From an optimization exercise on the open Yosys and OpenROAD flow, aimed at small area and few clock cycles per item; shortcuts taken in it are not production practice. In this exercise RTL edits were held to simulation tests only and were not proved equivalent to the original. Power and IR drop assume default switching activity.

[design.v]
module padder1(in, byte_num, out);
    input      [63:0] in;
    input      [2:0]  byte_num;
    output     [63:0] out;
    genvar j;
    generate
      for (j = 0; j < 8; j = j + 1) begin : B
        assign out[8*j+7:8*j] = (j < byte_num) ? in[8*j+7:8*j] :
                                (j == byte_num) ? 8'h01 : 8'h00;
      end
    endgenerate
endmodule
module padder(clk, reset, in, in_ready, is_last, byte_num, buffer_full, out, out_ready, f_ack);
    input              clk, reset;
    input      [63:0]  in;
    input              in_ready, is_last;
    input      [2:0]   byte_num;
    output             buffer_full;
    output     [575:0] out;          
    output             out_ready;    
    input              f_ack;        
    reg        [63:0]  lane [0:8];
    reg        [8:0]   wp;           
    reg        [8:0]   vmask;        
    reg                full;
    wire       [63:0]  w, wpad, wd;
    wire               accept, pass;
    assign buffer_full = full & ~f_ack;
    assign accept      = in_ready & ~buffer_full;
    assign pass        = ~full & in_ready & is_last;   
    assign out_ready   = full | pass;
    genvar j;
    generate
      for (j = 0; j < 8; j = j + 1) begin : SW
        assign w[8*j+7:8*j] = in[63-8*j:56-8*j];
      end
    endgenerate
    padder1 p0 (w, byte_num, wpad);
    assign wd = is_last ? wpad : w;
    always @ (posedge clk)
      if (reset) begin
        wp    <= 9'b1;
        full  <= 1'b0;
        vmask <= 9'b0;
      end else begin
        if (f_ack)
          full <= 1'b0;
        if (accept) begin
          if (is_last) begin
            wp    <= 9'b1;
            full  <= ~(pass & f_ack);
            vmask <= {wp[8], |wp[8:7], |wp[8:6], |wp[8:5], |wp[8:4],
                      |wp[8:3], |wp[8:2], |wp[8:1], 1'b1};
          end else
            wp <= {wp[7:0], 1'b0};
        end
      end
    generate
      for (j = 0; j < 9; j = j + 1) begin : L
        always @ (posedge clk)
          if (accept & wp[j])
            lane[j] <= wd;
        wire keep = full ? vmask[j] : |(wp >> (j + 1));
        wire now  = ~full & wp[j];
        wire [63:0] v = (lane[j] & {64{keep}}) | (wd & {64{now}});
        if (j == 8)
          assign out[64*j+63:64*j] = v | 64'h8000000000000000;
        else
          assign out[64*j+63:64*j] = v;
      end
    endgenerate
endmodule
module rconst2in1(i, rc);
    input      [4:0]  i;
    output reg [6:0]  rc;
    always @ (*)
      case (i)
        5'd0:  rc = 7'b0000001;
        5'd1:  rc = 7'b0011010;
        5'd2:  rc = 7'b1011110;
        5'd3:  rc = 7'b1110000;
        5'd4:  rc = 7'b0011111;
        5'd5:  rc = 7'b0100001;
        5'd6:  rc = 7'b1111001;
        5'd7:  rc = 7'b1010101;
        5'd8:  rc = 7'b0001110;
        5'd9:  rc = 7'b0001100;
        5'd10: rc = 7'b0110101;
        5'd11: rc = 7'b0100110;
        5'd12: rc = 7'b0111111;
        5'd13: rc = 7'b1001111;
        5'd14: rc = 7'b1011101;
        5'd15: rc = 7'b1010011;
        5'd16: rc = 7'b1010010;
        5'd17: rc = 7'b1001000;
        5'd18: rc = 7'b0010110;
        5'd19: rc = 7'b1100110;
        5'd20: rc = 7'b1111001;
        5'd21: rc = 7'b1011000;
        5'd22: rc = 7'b0100001;
        5'd23: rc = 7'b1110100;
        default: rc = 7'b0000000;
      endcase
endmodule
module keccak_theta(in, out);
    input  [1599:0] in;
    output [1599:0] out;
    wire [63:0] a [0:24];
    wire [63:0] c [0:4];
    wire [63:0] d [0:4];
    genvar x, y;
    generate
      for (x = 0; x < 25; x = x + 1) begin : A
        assign a[x] = in[64*x+63:64*x];
      end
      for (x = 0; x < 5; x = x + 1) begin : C
        assign c[x] = a[x] ^ a[x+5] ^ a[x+10] ^ a[x+15] ^ a[x+20];
      end
      for (x = 0; x < 5; x = x + 1) begin : D
        assign d[x] = c[(x+4)%5] ^ {c[(x+1)%5][62:0], c[(x+1)%5][63]};
      end
      for (x = 0; x < 5; x = x + 1) begin : RP
        for (y = 0; y < 5; y = y + 1) begin : RPY
          localparam integer N = (x == 0 && y == 0) ? 0 :
                                 (x == 1 && y == 0) ? 1 :
                                 (x == 2 && y == 0) ? 62 :
                                 (x == 3 && y == 0) ? 28 :
                                 (x == 4 && y == 0) ? 27 :
                                 (x == 0 && y == 1) ? 36 :
                                 (x == 1 && y == 1) ? 44 :
                                 (x == 2 && y == 1) ? 6 :
                                 (x == 3 && y == 1) ? 55 :
                                 (x == 4 && y == 1) ? 20 :
                                 (x == 0 && y == 2) ? 3 :
                                 (x == 1 && y == 2) ? 10 :
                                 (x == 2 && y == 2) ? 43 :
                                 (x == 3 && y == 2) ? 25 :
                                 (x == 4 && y == 2) ? 39 :
                                 (x == 0 && y == 3) ? 41 :
                                 (x == 1 && y == 3) ? 45 :
                                 (x == 2 && y == 3) ? 15 :
                                 (x == 3 && y == 3) ? 21 :
                                 (x == 4 && y == 3) ? 8 :
                                 (x == 0 && y == 4) ? 18 :
                                 (x == 1 && y == 4) ? 2 :
                                 (x == 2 && y == 4) ? 61 :
                                 (x == 3 && y == 4) ? 56 : 14;
          localparam integer T = y + 5*((2*x+3*y)%5);
          wire [63:0] t = a[x+5*y] ^ d[x];
          if (N == 0)
            assign out[64*T+63:64*T] = t;
          else
            assign out[64*T+63:64*T] = {t[63-N:0], t[63:64-N]};
        end
      end
    endgenerate
endmodule
module keccak_chi(in, rc, out);
    input  [1599:0] in;
    input  [6:0]    rc;
    output [1599:0] out;
    wire [63:0] rc64 = {rc[6], 31'b0, rc[5], 15'b0, rc[4], 7'b0, rc[3],
                        3'b0, rc[2], 1'b0, rc[1], rc[0]};
    wire [63:0] b [0:24];
    genvar x, y;
    generate
      for (x = 0; x < 25; x = x + 1) begin : B
        assign b[x] = in[64*x+63:64*x];
      end
      for (x = 0; x < 5; x = x + 1) begin : CHI
        for (y = 0; y < 5; y = y + 1) begin : CHIY
          if (x == 0 && y == 0)
            assign out[63:0] = b[0] ^ (~b[1] & b[2]) ^ rc64;
          else
            assign out[64*(x+5*y)+63:64*(x+5*y)] =
              b[x+5*y] ^ (~b[(x+1)%5+5*y] & b[(x+2)%5+5*y]);
        end
      end
    endgenerate
endmodule
module f_permutation(clk, reset, in, in_ready, ack, out, out_ready);
    input              clk, reset;
    input      [575:0] in;
    input              in_ready;
    output             ack;           
    output reg [511:0] out;           
    output reg         out_ready;
    reg        [1599:0] r1, r2, r3;   
    reg                 v1, v2, v3;   
    reg         [2:0]   p1, p2, p3;   
    wire                fin = v2 & (p2 == 3'd7);   
    reg                 free;         
    assign ack = in_ready & free;
    always @ (posedge clk)
      if (reset) begin
        v1        <= 1'b0;
        v2        <= 1'b0;
        v3        <= 1'b0;
        free      <= 1'b1;
        out_ready <= 1'b0;
      end else begin
        free      <= ~v1 | (p1 == 3'd7);
        v1        <= v3;
        v2        <= v1;
        v3        <= ack | (v2 & ~fin);
        out_ready <= fin;
      end
    wire        [2:0]   p3_next = ack ? 3'd0 : p2 + 3'd1;
    always @ (posedge clk) begin
      p1 <= p3;
      p2 <= p1;
      p3 <= p3_next;
    end
    wire [4:0]    i1 = {p3_next, 1'b0} + p3_next;
    wire [4:0]    i2 = {p3, 1'b0} + p3 + 5'd1;
    wire [4:0]    i3 = {p1, 1'b0} + p1 + 5'd2;
    wire [6:0]    rc1_next, rc2_next, rc3_next;
    reg  [6:0]    rc1, rc2, rc3;
    rconst2in1 rc1_ (i1, rc1_next);
    rconst2in1 rc2_ (i2, rc2_next);
    rconst2in1 rc3_ (i3, rc3_next);
    always @ (posedge clk) begin
      rc1 <= rc1_next;
      rc2 <= rc2_next;
      rc3 <= rc3_next;
    end
    wire [1599:0] t1, s1, t2, s2, t3, s3;
    keccak_theta th1 (r3, t1);
    keccak_chi   ch1 (t1, rc1, s1);
    keccak_theta th2 (r1, t2);
    keccak_chi   ch2 (t2, rc2, s2);
    keccak_theta th3 (r2, t3);
    keccak_chi   ch3 (t3, rc3, s3);
    always @ (posedge clk) begin
      r1  <= s1;
      r2  <= s2;
      r3  <= ack ? {1024'b0, in} : s3;
      out <= s3[511:0];
    end
endmodule
module keccak(clk, reset, in, in_ready, is_last, byte_num, buffer_full, out, out_ready);
    input              clk, reset;
    input      [63:0]  in;
    input              in_ready, is_last;
    input      [2:0]   byte_num;
    output             buffer_full;
    output     [511:0] out;
    output             out_ready;
    wire       [575:0] block;
    wire               block_ready;
    wire               f_ack;
    wire       [511:0] f_out;
    padder
      padder_ (clk, reset, in, in_ready, is_last, byte_num, buffer_full, block, block_ready, f_ack);
    f_permutation
      f_permutation_ (clk, reset, block, block_ready, f_ack, f_out, out_ready);
    genvar j;
    generate
      for (j = 0; j < 64; j = j + 1) begin : O
        assign out[511-8*j:504-8*j] = f_out[64*(j/8)+8*(j%8)+7:64*(j/8)+8*(j%8)];
      end
    endgenerate
endmodule
[flow/run.sh]
#!/bin/bash
# Layout flow: the standard ORFS flow, except that
#  - ABC maps the logic for area (map -a) instead of the speed script;
#    registers are mapped before ABC runs, so they are the standard
#    synthesis's, with the same names and cells;
#  - clock tree: larger sink clusters and no dummy loads;
#  - a fanout limit for the resizer (flow/maxfanout.tcl), so that it splits
#    the large control nets into local trees.
set -euo pipefail
W=$PWD
rm -rf scripts_mod
mkdir -p scripts_mod
cp -r "$FLOW_HOME"/scripts/. scripts_mod/
cp flow/abc_area.script scripts_mod/abc_area.script
make -C "$FLOW_HOME" DESIGN_CONFIG="$W/config.mk" WORK_HOME="$W/orfs" CLKGATE_MAP_FILE= \
  SYNTH_SCRIPT="$W/synth_recipe.tcl" SCRIPTS_DIR="$W/scripts_mod" ABC_AREA=1 synth > synth.log 2>&1
export CTS_ARGS="-sink_clustering_enable -repair_clock_nets -sink_clustering_size 25 -sink_clustering_max_diameter 100 -dont_use_dummy_load"
export FLOW_MAX_FANOUT=24
for step in FLOORPLAN GLOBAL_PLACE RESIZE CTS GLOBAL_ROUTE; do
  export PRE_${step}_TCL="$W/flow/maxfanout.tcl"
done
bash standard.sh > standard.log 2>&1
[flow/abc_area.script]
strash
dch
map -a
topo
[flow/maxfanout.tcl]
# Limit the fanout of every net, so that the resizer splits the large
# control nets (block load select, buffer lane enables) into local trees.
set_max_fanout $::env(FLOW_MAX_FANOUT) [current_design]
[standard.sh]
#!/bin/bash
# synth_recipe.tcl (not shown) runs the flow's synth.tcl, then flattens the netlist and writes it again
# the make line also repeats each setting of config.mk as NAME=value (left out here)
make -C /OpenROAD-flow-scripts/flow DESIGN_CONFIG=/design/flow/config.mk WORK_HOME=/design/flow/orfs CLKGATE_MAP_FILE= SYNTH_SCRIPT=/design/flow/synth_recipe.tcl "${@:-finish}"
[config.mk]
export PLATFORM = sky130hd
export DESIGN_NAME = keccak
export DESIGN_NICKNAME = keccak
export VERILOG_FILES = /design/flow/design.v
export SDC_FILE = /design/flow/constraint.sdc
export NUM_CORES = 8
export LEC_CHECK = 0
export CAP_MARGIN = 30
export CORE_MARGIN = 2
export CORE_UTILIZATION = 22
export PLACE_DENSITY = 0.39
export SETUP_SLACK_MARGIN = 0.3
export SLEW_MARGIN = 30
[constraint.sdc]
create_clock -name core_clock -period 5.0 [get_ports {clk}]
set_input_delay 1.0000 -clock core_clock [delete_from_list [all_inputs] [get_ports {clk}]]
set_output_delay 1.0000 -clock core_clock [all_outputs]
set_load 0.01 [all_outputs]
==> summary.md, run 1 <==
| Metric | Value |
|---|---|
| Status | `did not finish` |
| Stage where the flow stopped | `5_1_grt` |
| First Error | `[ERROR GRT-0116] Global routing finished with congestion. Check the congestion regions in the DRC Viewer.` |
| Leading area contributor after synthesis | `dfxtp_1` |
| Post-synthesis sequential area ratio | `0.4249` |
| DIE HEIGHT | `between 1000 and 1500 um` |
| Avg Inst Size Synth | `around 9.2 um2` |
| YS warnings | `6` |
| Synth unique cells | `28` |
| Port bufs | `584` |
| Number of global-route vias before repair | `between 400k and 500k` |
| # IOs | `585` |
| Cell Rows | `424` |
| Hpwl dp | `~2,600,000 um` |
| Net Count, Synth | `around 32,000` |
| Synthesized area | `just under 300,000 um2` |
| RD Place Congestion | `2.107` |
| Clock Path Buffers | `5` |
| CTS sink count | `a little under 6,000` |
| First-pass GRT wire length | `around 6,000,000 um` |
| TritonCTS Buffers | `~340` |
| Post-CTS Hold Fix Bufs | `0` |
| CTS root buffer | `clkbuf_16` |
| H-Tree Depth | `5` |
| Area contributors post-synth | `dfxtp_1 (37%), xor2_1 (21%), xnor2_1 (19%)` |
| Initial Util | `0.2204` |
| GR Util All Layers | `0.6725` |
| DP Cell Count | `about 53,000` |
| Largest net degree at the start of global routing | `25` |
| Register bit total from synthesis | `between 5,000 and 6,000` |
| Total grt overflow | `32,860` |
| Area share of the largest cell type after synthesis | `0.3661` |
| Die X-Extent | `around 1200 um` |
| Post-Synthesis Cells | `about 32,000` |
==> Yosys cell counts <==
cell	n
clkinv_1	2964
a32o_1	1
nand3_1	157
ha_1	29
nand2_1	3598
nor3_1	3
a31oi_1	1
a211oi_1	2
o311ai_0	2
o22ai_1	322
dfxtp_1	5366
a21oi_1	1269
buf_1	1
xnor2_1	6463
fa_1	2
o21ai_0	1139
or2_2	36
a32oi_1	2
o211ai_1	2
xor2_1	6908
o31ai_1	1
edfxtp_1	575
o32ai_1	3
nor2_1	2762
o21bai_1	1
o221ai_1	1
a221oi_1	6
a22oi_1	130
==> worst max-delay path by stage <==
stage	from	end	slack (ns)	depth (start not counted)
detailed placement	byte_num[1]	f_permutation_.r3[8]	-1.26	12
CTS	byte_num[1]	f_permutation_.r3[8]	0.27	12
floorplan	padder_.full	f_permutation_.rc1[4]	-28.73	11
global placement	byte_num[1]	f_permutation_.r3[8]	-1.55	12
==> timing repair <==
action	4_1_cts
hold endpoints to repair	0
setup endpoints to repair	4
cloned	0
buffers inserted	0
gates resized for setup	3
==> through the flow <==
stage	setup slack, ns	instance area [um2]	utilization	setup TNS [ns]
after detailed placement	-1.262	379600	0.2850	-70.81
after floorplan	-28.73	293500	-	-
after global placement	-1.549	332900	0.2500	-131.83
after CTS	0.2662	388200	0.2915	0
==> layer usage <==
layer,overflow,track usage
met3,4875,0.5512
met5,471,0.3881
met1,6356,0.7294
met4,5424,0.5715
met2,15734,0.7716
==> power by group through the flow <==
stage | Sequential (mW) | Clock [mW] | Combinational, mW
2_1_floorplan | 135 | 0 | 836
4_1_cts | 148 | 30.0 | 2550
3_3_place_gp | 134 | 0 | 1720
3_5_place_dp | 149 | 0 | 2520
==> kinds of logic after synthesis <==
family | count (synthesis) | share of synthesized area
XOR/XNOR | 13371 | 0.3991
AND/OR/NAND/NOR | 6556 | 0.08485
flip-flops | 5941 | 0.4249
buffers and inverters | 2965 | 0.03793
AO/OA/AOI/OAI | 2882 | 0.05188
adder cells (fa/ha/maj) | 31 | 0.001373
Testbench counts, summed over its fixed seeds: cycles 13,126, items 1,600.
==> run 2: changes to the inputs <==
--- a/flow/run.sh
+++ b/flow/run.sh
@@ -7,3 +7,4 @@
 #  - a fanout limit for the resizer (flow/maxfanout.tcl), so that it splits
-#    the large control nets into local trees.
+#    the large control nets into local trees;
+#  - the global router holds back more routing capacity (flow/fastroute.tcl).
 set -euo pipefail
@@ -21,2 +22,3 @@
 done
+export FASTROUTE_TCL="$W/flow/fastroute.tcl"
 bash standard.sh > standard.log 2>&1
==> flow/fastroute.tcl (new file) <==
# As the platform's fastroute.tcl, but the global router holds back more
# routing capacity (0.3 instead of 0.2), to leave the detailed router room.
set_global_routing_layer_adjustment $::env(MIN_ROUTING_LAYER)-$::env(MAX_ROUTING_LAYER) 0.3

set_routing_layers -clock $::env(MIN_CLK_ROUTING_LAYER)-$::env(MAX_ROUTING_LAYER)
set_routing_layers -signal $::env(MIN_ROUTING_LAYER)-$::env(MAX_ROUTING_LAYER)
--- a/config.mk
+++ b/config.mk
@@ -10,3 +10,3 @@
 export CORE_UTILIZATION = 22
-export PLACE_DENSITY = 0.39
+export PLACE_DENSITY = 0.42
 export SETUP_SLACK_MARGIN = 0.3
==> summary.md, run 2 <==
| Metric | Value |
|---|---|
| DP Cell Count | `52,963 (+0.52%)` |
| First Error | `[ERROR GRT-0116] Global routing finished with congestion. Check the congestion regions in the DRC Viewer.` |
| YS warnings | `6 (unchanged)` |
| Number of synthesized flops with an enable pin | `575 (unchanged)` |
| Clock Path Buffers | `5 (unchanged)` |
| TritonCTS Buffers | `368 (+7.3%)` |
| Total grt overflow | `23,442` |
| Top FF cell, synth | `dfxtp_1` |
| GR Util All Layers | `0.7100` |
| Area contributors post-synth | `dfxtp_1 (37%), xor2_1 (21%), xnor2_1 (19%)` |
| Post-CTS Hold Fix Bufs | `0 (unchanged)` |
| Hpwl dp | `2,691,000 um (+2.5%)` |
| Most common cell in the netlist | `xor2_1` |
| Post-Synthesis Cells | `31,746 (unchanged)` |
| Setup Buffers After CTS | `0 (unchanged)` |
| Post-CTS Resized | `0 (-3)` |
| H-Tree Depth | `5 (unchanged)` |
| CTS sink count | `5,941 (unchanged)` |
| Synth unique cells | `28 (unchanged)` |
| Initial Util | `0.2204 (unchanged)` |
| Status | `did not finish` |
| First-pass GRT wire length | `5,528,000 um` |
| Area share of the largest cell type after synthesis | `0.3661 (unchanged)` |
| Cell Rows | `424 (unchanged)` |
| RD Place Congestion | `1.798 (-15%)` |
| Number of global-route vias before repair | `between 300k and 400k` |
| Avg Inst Size Synth | `9.244 um2 (unchanged)` |
| Commonest cells in the synthesized netlist | `xor2_1 (6,908), xnor2_1 (6,463), dfxtp_1 (5,366)` |
| Leading area contributor after synthesis | `dfxtp_1` |
| CTS root buffer | `clkbuf_16` |
| Net Count, Synth | `31,848 (unchanged)` |
| Register bit total from synthesis | `5,941 (unchanged)` |
| DIE HEIGHT | `1159 um (unchanged)` |
| Port bufs | `584 (unchanged)` |
| Post-place setup slack | `-0.3827 ns (+0.8790 ns)` |
| Synthesized area | `293,500 um2 (unchanged)` |
| Synth async-reset ratio | `0 (unchanged)` |
| Largest net degree at the start of global routing | `25` |
| Die X-Extent | `1159 um (unchanged)` |
| Post-synthesis sequential area ratio | `0.4249 (unchanged)` |
| Stage where the flow stopped | `5_1_grt` |
| # IOs | `585 (unchanged)` |
==> run 2: cell counts after synthesis <==
No cell type changed its count.
==> run 2: metal layers <==
layer  GRT overflow  track usage
met5            263       0.4332
met3           2279       0.6047
met2          12951       0.8182
met4           4933       0.6054
met1           3016       0.7547
==> run 2: worst min path at each step <==
stage,start,end,cells past startpoint
floorplan,f_permutation_.v3,f_permutation_.v1,2
global placement,f_permutation_.v3,f_permutation_.v1,2
detailed placement,f_permutation_.v3,f_permutation_.v1,2
CTS,f_permutation_.v1,f_permutation_.v2,2
==> run 2: power by group through the flow <==
stage	sequential (mW)	clock, mW	combinational [mW]
detailed placement	151	0	2660
global placement	134	0	1630
floorplan	135	0	836
CTS	150	31.6	2670
==> run 2: stage by stage <==
step,TNS [ns],instance area (um2),hold WS [ns],util
after floorplan,-,293500,0.3833,-
after detailed placement,-9.760,391300,0.3987,0.2939
after CTS,0,400600,0.3588,0.3008
after global placement,-61.46,332000,0.4058,0.2493
==> run 2: logic make-up after synthesis <==
group / Yosys count / share of synthesized area
buffers and inverters: 2965 / 0.03793
DFF: 5941 / 0.4249
adders and majority gates: 31 / 0.001373
and+or+nand+nor: 6556 / 0.08485
xor gates and xnor gates: 13371 / 0.3991
AOI/OAI and AO/OA: 2882 / 0.05188
